Context: an optimization exercise on an open-source flow, tuned for small area, a short achievable clock period and few clock cycles per item. The choices shown serve that exercise and are no tape-out recipe.
In this exercise RTL edits were held to simulation tests only and were not proved equivalent to the original.

==> run a: inputs <==
// chacha20
module chacha20(input wire clock,
                input wire reset,  
                input wire start,
                input  wire [255:0] key,
                input  wire [63:0] index,  
                input  wire [63:0] nonce,
                output reg done,
                output wire [511:0] out);
export LEC_CHECK = 0
export CAP_MARGIN = 30
export CORE_MARGIN = 2
export CORE_UTILIZATION = 35
export CTS_CLUSTER_DIAMETER = 80
export CTS_CLUSTER_SIZE = 30
export PLACE_DENSITY = 0.8
export SETUP_SLACK_MARGIN = 2
export SLEW_MARGIN = 20
create_clock -name core_clock -period 14.0 [get_ports {clock}]
standard.sh (not shown) runs the stock make flow with config.mk's settings and CLKGATE_MAP_FILE= SYNTH_SCRIPT=/design/flow/synth_recipe.tcl, a recipe that flattens the netlist after the stock synthesis.
==> flow/flow/run.sh <==
#!/bin/bash
# The standard layout, with the port buffers made from the smallest buffer cell.
set -euo pipefail
export BUFFER_PORTS_ARGS="-buffer_cell sky130_fd_sc_hd__buf_1"
bash standard.sh > standard_flow.log 2>&1
==> run b: changes against run a <==
--- a/flow/design.v
+++ b/flow/design.v
@@ -128,18 +128,18 @@
         wire [31:0] ci = ld ? xi[8+j]  : h[8+j];
         wire [31:0] di = ld ? xi[12+j] : h[12+j];
         wire [31:0] s1 = ADD(ai, bi);
         wire [31:0] t0 = di ^ s1;
         wire [31:0] d1 = {t0[15:0], t0[31:16]};
         wire [31:0] s2 = ADD(ci, (fa ? xi[8+j] : d1));
         wire [31:0] t1 = bi ^ s2;
         wire [31:0] b1 = {t1[19:0], t1[31:20]};
-        wire [31:0] fb = ADD(h[4+j], xi[4+j]);
-        wire [31:0] fd = ADD(h[12+j], xi[12+j]);
+        wire [31:0] fb = h[4+j] + xi[4+j];
+        wire [31:0] fd = h[12+j] + xi[12+j];
         always @(posedge clock) begin
             y[j]    <= s1;
             y[4+j]  <= fa ? fb : b1;
             y[8+j]  <= s2;
             y[12+j] <= fa ? fd : d1;
         end
     end endgenerate
     always @(posedge clock) begin
==> flow/run.sh (new file) <==
#!/bin/bash
# synth_recipe.tcl (not shown) runs the flow's synth.tcl, then flattens the netlist and writes it again
# the make line also repeats each setting of config.mk as NAME=value (left out here)
make -C /OpenROAD-flow-scripts/flow DESIGN_CONFIG=/design/flow/config.mk WORK_HOME=/design/flow/orfs CLKGATE_MAP_FILE= SYNTH_SCRIPT=/design/flow/synth_recipe.tcl finish
- ABC_AREA: default -> 1
- CTS_CLUSTER_DIAMETER: 80 -> default
- CTS_CLUSTER_SIZE: 30 -> default
- PLACE_DENSITY: 0.8 -> default
- SETUP_SLACK_MARGIN: 2 -> 0.5
removed: flow/flow/run.sh
removed: flow/standard.sh
==> comparison table <==
Status: run a complete, no violations; run b complete, no violations
Slew at the pin closest to its max-slew limit: run a 1180 ps; run b 1170 ps
Via count of the first global-routing pass: run a 53000; run b 65600
Most common cell after layout, fill and taps aside: run a sky130_fd_sc_hd__buf_1; run b sky130_fd_sc_hd__nand2_1
Fraction of the mapped netlist area in simple logic gates: run a 13.2%; run b 28.5%
Slowest cell on crit path: run a sky130_fd_sc_hd__a2111oi_4; run b sky130_fd_sc_hd__xor2_1
ANT cells: run a 41; run b 36
Non-clk invs: run a 312; run b 1349
Worst relative slew slack: run a 20.6%; run b 21.4%
Routed metal-1 wire length: run a 136 mm; run b 170 mm
Synth Area in Adders: run a 21.5%; run b 18.1%
Synthesized Nets: run a 7483; run b 10600
Detailed Place HPWL: run a 314 mm; run b 385 mm
Synth-to-layout area growth: run a 21.1%; run b 24.7%
Final Hold Slack: run a 604 ps; run b 521 ps
Largest driver fanout on the critical path: run a 5; run b 13
Reg-to-reg slack, setup: run a 2260 ps; run b 1420 ps
Horizontal die dimension: run a 393 um; run b 419 um
GRT met3 Usage: run a 11.7%; run b 12.2%
Testbench counts of run a, summed over its fixed seeds: cycles 5,376, blocks 256.
Testbench counts of run b, summed over its fixed seeds: cycles 5,376, blocks 256.

* * *

==> inputs of v13 <==
==> flow/design.v <==
`default_nettype none
module chacha20(input wire clock,
                input wire reset,  
                input wire start,
                input  wire [255:0] key,
                input  wire [63:0] index,  
                input  wire [63:0] nonce,
                output reg done,
                output wire [511:0] out);
    function automatic [31:0] LE32(input [31:0] a);
        LE32 = {a[7:0], a[15:8], a[23:16], a[31:24]};
    endfunction
function automatic [31:0] ADD(input [31:0] a, input [31:0] b);
    reg [31:0] p, g, pp, gg, c;
    begin
    p = a ^ b; g = a & b; pp = p; gg = g;
    gg[31] = gg[31] | (pp[31] & gg[30]); pp[31] = pp[31] & pp[30];
    gg[29] = gg[29] | (pp[29] & gg[28]); pp[29] = pp[29] & pp[28];
    gg[27] = gg[27] | (pp[27] & gg[26]); pp[27] = pp[27] & pp[26];
    gg[25] = gg[25] | (pp[25] & gg[24]); pp[25] = pp[25] & pp[24];
    gg[23] = gg[23] | (pp[23] & gg[22]); pp[23] = pp[23] & pp[22];
    gg[21] = gg[21] | (pp[21] & gg[20]); pp[21] = pp[21] & pp[20];
    gg[19] = gg[19] | (pp[19] & gg[18]); pp[19] = pp[19] & pp[18];
    gg[17] = gg[17] | (pp[17] & gg[16]); pp[17] = pp[17] & pp[16];
    gg[15] = gg[15] | (pp[15] & gg[14]); pp[15] = pp[15] & pp[14];
    gg[13] = gg[13] | (pp[13] & gg[12]); pp[13] = pp[13] & pp[12];
    gg[11] = gg[11] | (pp[11] & gg[10]); pp[11] = pp[11] & pp[10];
    gg[9] = gg[9] | (pp[9] & gg[8]); pp[9] = pp[9] & pp[8];
    gg[7] = gg[7] | (pp[7] & gg[6]); pp[7] = pp[7] & pp[6];
    gg[5] = gg[5] | (pp[5] & gg[4]); pp[5] = pp[5] & pp[4];
    gg[3] = gg[3] | (pp[3] & gg[2]); pp[3] = pp[3] & pp[2];
    gg[1] = gg[1] | (pp[1] & gg[0]); pp[1] = pp[1] & pp[0];
    gg[31] = gg[31] | (pp[31] & gg[29]); pp[31] = pp[31] & pp[29];
    gg[30] = gg[30] | (pp[30] & gg[29]); pp[30] = pp[30] & pp[29];
    gg[27] = gg[27] | (pp[27] & gg[25]); pp[27] = pp[27] & pp[25];
    gg[26] = gg[26] | (pp[26] & gg[25]); pp[26] = pp[26] & pp[25];
    gg[23] = gg[23] | (pp[23] & gg[21]); pp[23] = pp[23] & pp[21];
    gg[22] = gg[22] | (pp[22] & gg[21]); pp[22] = pp[22] & pp[21];
    gg[19] = gg[19] | (pp[19] & gg[17]); pp[19] = pp[19] & pp[17];
    gg[18] = gg[18] | (pp[18] & gg[17]); pp[18] = pp[18] & pp[17];
    gg[15] = gg[15] | (pp[15] & gg[13]); pp[15] = pp[15] & pp[13];
    gg[14] = gg[14] | (pp[14] & gg[13]); pp[14] = pp[14] & pp[13];
    gg[11] = gg[11] | (pp[11] & gg[9]); pp[11] = pp[11] & pp[9];
    gg[10] = gg[10] | (pp[10] & gg[9]); pp[10] = pp[10] & pp[9];
    gg[7] = gg[7] | (pp[7] & gg[5]); pp[7] = pp[7] & pp[5];
    gg[6] = gg[6] | (pp[6] & gg[5]); pp[6] = pp[6] & pp[5];
    gg[3] = gg[3] | (pp[3] & gg[1]); pp[3] = pp[3] & pp[1];
    gg[2] = gg[2] | (pp[2] & gg[1]); pp[2] = pp[2] & pp[1];
    gg[31] = gg[31] | (pp[31] & gg[27]); pp[31] = pp[31] & pp[27];
    gg[30] = gg[30] | (pp[30] & gg[27]); pp[30] = pp[30] & pp[27];
    gg[29] = gg[29] | (pp[29] & gg[27]); pp[29] = pp[29] & pp[27];
    gg[28] = gg[28] | (pp[28] & gg[27]); pp[28] = pp[28] & pp[27];
    gg[23] = gg[23] | (pp[23] & gg[19]); pp[23] = pp[23] & pp[19];
    gg[22] = gg[22] | (pp[22] & gg[19]); pp[22] = pp[22] & pp[19];
    gg[21] = gg[21] | (pp[21] & gg[19]); pp[21] = pp[21] & pp[19];
    gg[20] = gg[20] | (pp[20] & gg[19]); pp[20] = pp[20] & pp[19];
    gg[15] = gg[15] | (pp[15] & gg[11]); pp[15] = pp[15] & pp[11];
    gg[14] = gg[14] | (pp[14] & gg[11]); pp[14] = pp[14] & pp[11];
    gg[13] = gg[13] | (pp[13] & gg[11]); pp[13] = pp[13] & pp[11];
    gg[12] = gg[12] | (pp[12] & gg[11]); pp[12] = pp[12] & pp[11];
    gg[7] = gg[7] | (pp[7] & gg[3]); pp[7] = pp[7] & pp[3];
    gg[6] = gg[6] | (pp[6] & gg[3]); pp[6] = pp[6] & pp[3];
    gg[5] = gg[5] | (pp[5] & gg[3]); pp[5] = pp[5] & pp[3];
    gg[4] = gg[4] | (pp[4] & gg[3]); pp[4] = pp[4] & pp[3];
    gg[31] = gg[31] | (pp[31] & gg[23]); pp[31] = pp[31] & pp[23];
    gg[30] = gg[30] | (pp[30] & gg[23]); pp[30] = pp[30] & pp[23];
    gg[29] = gg[29] | (pp[29] & gg[23]); pp[29] = pp[29] & pp[23];
    gg[28] = gg[28] | (pp[28] & gg[23]); pp[28] = pp[28] & pp[23];
    gg[27] = gg[27] | (pp[27] & gg[23]); pp[27] = pp[27] & pp[23];
    gg[26] = gg[26] | (pp[26] & gg[23]); pp[26] = pp[26] & pp[23];
    gg[25] = gg[25] | (pp[25] & gg[23]); pp[25] = pp[25] & pp[23];
    gg[24] = gg[24] | (pp[24] & gg[23]); pp[24] = pp[24] & pp[23];
    gg[15] = gg[15] | (pp[15] & gg[7]); pp[15] = pp[15] & pp[7];
    gg[14] = gg[14] | (pp[14] & gg[7]); pp[14] = pp[14] & pp[7];
    gg[13] = gg[13] | (pp[13] & gg[7]); pp[13] = pp[13] & pp[7];
    gg[12] = gg[12] | (pp[12] & gg[7]); pp[12] = pp[12] & pp[7];
    gg[11] = gg[11] | (pp[11] & gg[7]); pp[11] = pp[11] & pp[7];
    gg[10] = gg[10] | (pp[10] & gg[7]); pp[10] = pp[10] & pp[7];
    gg[9] = gg[9] | (pp[9] & gg[7]); pp[9] = pp[9] & pp[7];
    gg[8] = gg[8] | (pp[8] & gg[7]); pp[8] = pp[8] & pp[7];
    gg[31] = gg[31] | (pp[31] & gg[15]); pp[31] = pp[31] & pp[15];
    gg[30] = gg[30] | (pp[30] & gg[15]); pp[30] = pp[30] & pp[15];
    gg[29] = gg[29] | (pp[29] & gg[15]); pp[29] = pp[29] & pp[15];
    gg[28] = gg[28] | (pp[28] & gg[15]); pp[28] = pp[28] & pp[15];
    gg[27] = gg[27] | (pp[27] & gg[15]); pp[27] = pp[27] & pp[15];
    gg[26] = gg[26] | (pp[26] & gg[15]); pp[26] = pp[26] & pp[15];
    gg[25] = gg[25] | (pp[25] & gg[15]); pp[25] = pp[25] & pp[15];
    gg[24] = gg[24] | (pp[24] & gg[15]); pp[24] = pp[24] & pp[15];
    gg[23] = gg[23] | (pp[23] & gg[15]); pp[23] = pp[23] & pp[15];
    gg[22] = gg[22] | (pp[22] & gg[15]); pp[22] = pp[22] & pp[15];
    gg[21] = gg[21] | (pp[21] & gg[15]); pp[21] = pp[21] & pp[15];
    gg[20] = gg[20] | (pp[20] & gg[15]); pp[20] = pp[20] & pp[15];
    gg[19] = gg[19] | (pp[19] & gg[15]); pp[19] = pp[19] & pp[15];
    gg[18] = gg[18] | (pp[18] & gg[15]); pp[18] = pp[18] & pp[15];
    gg[17] = gg[17] | (pp[17] & gg[15]); pp[17] = pp[17] & pp[15];
    gg[16] = gg[16] | (pp[16] & gg[15]); pp[16] = pp[16] & pp[15];
    c = {gg[30:0], 1'b0};
    ADD = p ^ c;
    end
endfunction
    localparam CONST = 128'h657870616e642033322d62797465206b;
    wire [511:0] init = {CONST, key, LE32(index[31:0]), LE32(index[63:32]), nonce};
    reg [4:0] i;  
    reg [31:0] y [0:15];  
    wire [31:0] xi [0:15];
    wire [31:0] h [0:15];
    wire ld = start;
    wire fa = i == 5'd19;
    genvar j;
    generate for (j = 0; j < 16; j = j + 1) begin: g_init
        assign xi[j] = LE32(init[511 - 32*j -: 32]);
    end endgenerate
    generate for (j = 0; j < 4; j = j + 1) begin: g_h2
        wire [31:0] a2 = ADD(y[j], y[4+j]);
        wire [31:0] t2 = y[12+j] ^ a2;
        wire [31:0] d2 = {t2[23:0], t2[31:24]};
        wire [31:0] c2 = ADD(y[8+j], d2);
        wire [31:0] t3 = y[4+j] ^ c2;
        wire [31:0] b2 = {t3[24:0], t3[31:25]};
        assign h[     (4-j)%4] = a2;
        assign h[4 +  (5-j)%4] = b2;
        assign h[8 +  (6-j)%4] = c2;
        assign h[12 + (7-j)%4] = d2;
    end endgenerate
    generate for (j = 0; j < 4; j = j + 1) begin: g_h1
        wire [31:0] ai = ld ? xi[j]    : h[j];
        wire [31:0] bi = ld ? xi[4+j]  : fa ? xi[j] : h[4+j];
        wire [31:0] ci = ld ? xi[8+j]  : h[8+j];
        wire [31:0] di = ld ? xi[12+j] : h[12+j];
        wire [31:0] s1 = ADD(ai, bi);
        wire [31:0] t0 = di ^ s1;
        wire [31:0] d1 = {t0[15:0], t0[31:16]};
        wire [31:0] s2 = ADD(ci, (fa ? xi[8+j] : d1));
        wire [31:0] t1 = bi ^ s2;
        wire [31:0] b1 = {t1[19:0], t1[31:20]};
        wire [31:0] fb = h[4+j] + xi[4+j];
        wire [31:0] fd = h[12+j] + xi[12+j];
        always @(posedge clock) begin
            y[j]    <= s1;
            y[4+j]  <= fa ? fb : b1;
            y[8+j]  <= s2;
            y[12+j] <= fa ? fd : d1;
        end
    end endgenerate
    always @(posedge clock) begin
        if (i != 5'd20) i <= i + 5'd1;
        if (start) i <= 5'd0;
        done <= fa;
        if (reset) begin
            i <= 5'd20;
            done <= 1'b0;
        end
    end
    generate for (j = 0; j < 16; j = j + 1) begin: g_out
        assign out[511 - 32*j -: 32] = LE32(y[j]);
    end endgenerate
endmodule
==> flow/flow/run.sh <==
#!/bin/bash
# The standard layout, with the port buffers made from the smallest buffer cell.
set -euo pipefail
export BUFFER_PORTS_ARGS="-buffer_cell sky130_fd_sc_hd__buf_1"
bash standard.sh > standard_flow.log 2>&1
==> flow/standard.sh <==
#!/bin/bash
# synth_recipe.tcl (not shown) runs the flow's synth.tcl, then flattens the netlist and writes it again
# the make line also repeats each setting of config.mk as NAME=value (left out here)
make -C /OpenROAD-flow-scripts/flow DESIGN_CONFIG=/design/flow/config.mk WORK_HOME=/design/flow/orfs CLKGATE_MAP_FILE= SYNTH_SCRIPT=/design/flow/synth_recipe.tcl "${@:-finish}"
==> flow/config.mk <==
export PLATFORM = sky130hd
export DESIGN_NAME = chacha20
export DESIGN_NICKNAME = chacha20
export VERILOG_FILES = /design/flow/design.v
export SDC_FILE = /design/flow/constraint.sdc
export NUM_CORES = 8
export LEC_CHECK = 0
export CAP_MARGIN = 30
export CORE_MARGIN = 2
export CORE_UTILIZATION = 35
export SETUP_SLACK_MARGIN = 3
export SLEW_MARGIN = 20
==> flow/constraint.sdc <==
create_clock -name core_clock -period 14.0 [get_ports {clock}]
set_input_delay 2.8000 -clock core_clock [delete_from_list [all_inputs] [get_ports {clock}]]
set_output_delay 2.8000 -clock core_clock [all_outputs]
set_load 0.01 [all_outputs]
==> inputs of v12, as changes to v13 <==
==> flow/run.sh (new file) <==
#!/bin/bash
# synth_recipe.tcl (not shown) runs the flow's synth.tcl, then flattens the netlist and writes it again
# the make line also repeats each setting of config.mk as NAME=value (left out here)
make -C /OpenROAD-flow-scripts/flow DESIGN_CONFIG=/design/flow/config.mk WORK_HOME=/design/flow/orfs CLKGATE_MAP_FILE= SYNTH_SCRIPT=/design/flow/synth_recipe.tcl finish
--- a/flow/config.mk
+++ b/flow/config.mk
@@ -10,3 +10,3 @@
 export CORE_UTILIZATION = 35
-export SETUP_SLACK_MARGIN = 3
+export SETUP_SLACK_MARGIN = 5
 export SLEW_MARGIN = 20
removed: flow/flow/run.sh
removed: flow/standard.sh
==> results.txt <==
| quantity | v12 | v13 |
|---|---|---|
| Outcome | timing/DRC/antenna clean | timing/DRC/antenna clean |
| Metal3 WL | 47100 um | 43300 um |
| Required time of the critical path | 14.53 ns | 14.57 ns |
| Final wirelength | 380000 um | 381000 um |
| GRT Total Usage | 45.2% | 45.5% |
| Global Route met1 Usage | 54.7% | 58.1% |
| Cell count along the critical path | 48 | 50 |
| Placed Cells | 9549 | 9574 |
| Startpoint of the lowest-slack hold path | i[0]$_SDFFE_PP0N_ | i[3]$_SDFFE_PP0N_ |
| End point of the critical path | y[7][2]$_DFF_P_ | y[4][10]$_DFF_P_ |
Testbench counts of v13, summed over its fixed seeds: cycles 5,376, blocks 256.
Testbench counts of v12, summed over its fixed seeds: cycles 5,376, blocks 256.

[port drivers added, routing unchanged]
Ports are ideal in the flow. The routed layouts listed here were re-timed in OpenROAD. Step 1 sets driving cells, clkbuf_16 on the clock port and buf_2 on the other inputs (assumed; they add their load-dependent delay and slew). Step 2 moves the port delays by t, midway between the first and last clock arrival at a register: inputs arrive t later, outputs are due t later. That takes back most of the time a late clock gives input paths. Three values: no drivers, after step 1, after step 2; two values: the first two.
| run | shift t [ns] | slack for setup (ns) | worst setup path at the end |
|---|---|---|---|
| run a | 0.806 | 2.262 / 2.262 / 2.262 | register to register |
| run b | 0.819 | 1.420 / 1.420 / 1.420 | register to register |
| v13 | 0.786 | 2.554 / 2.554 / 2.554 | register to register |
| v12 | 0.780 | 2.167 / 2.167 / 2.167 | register to register |
After both steps setup and hold are still met in every run listed.
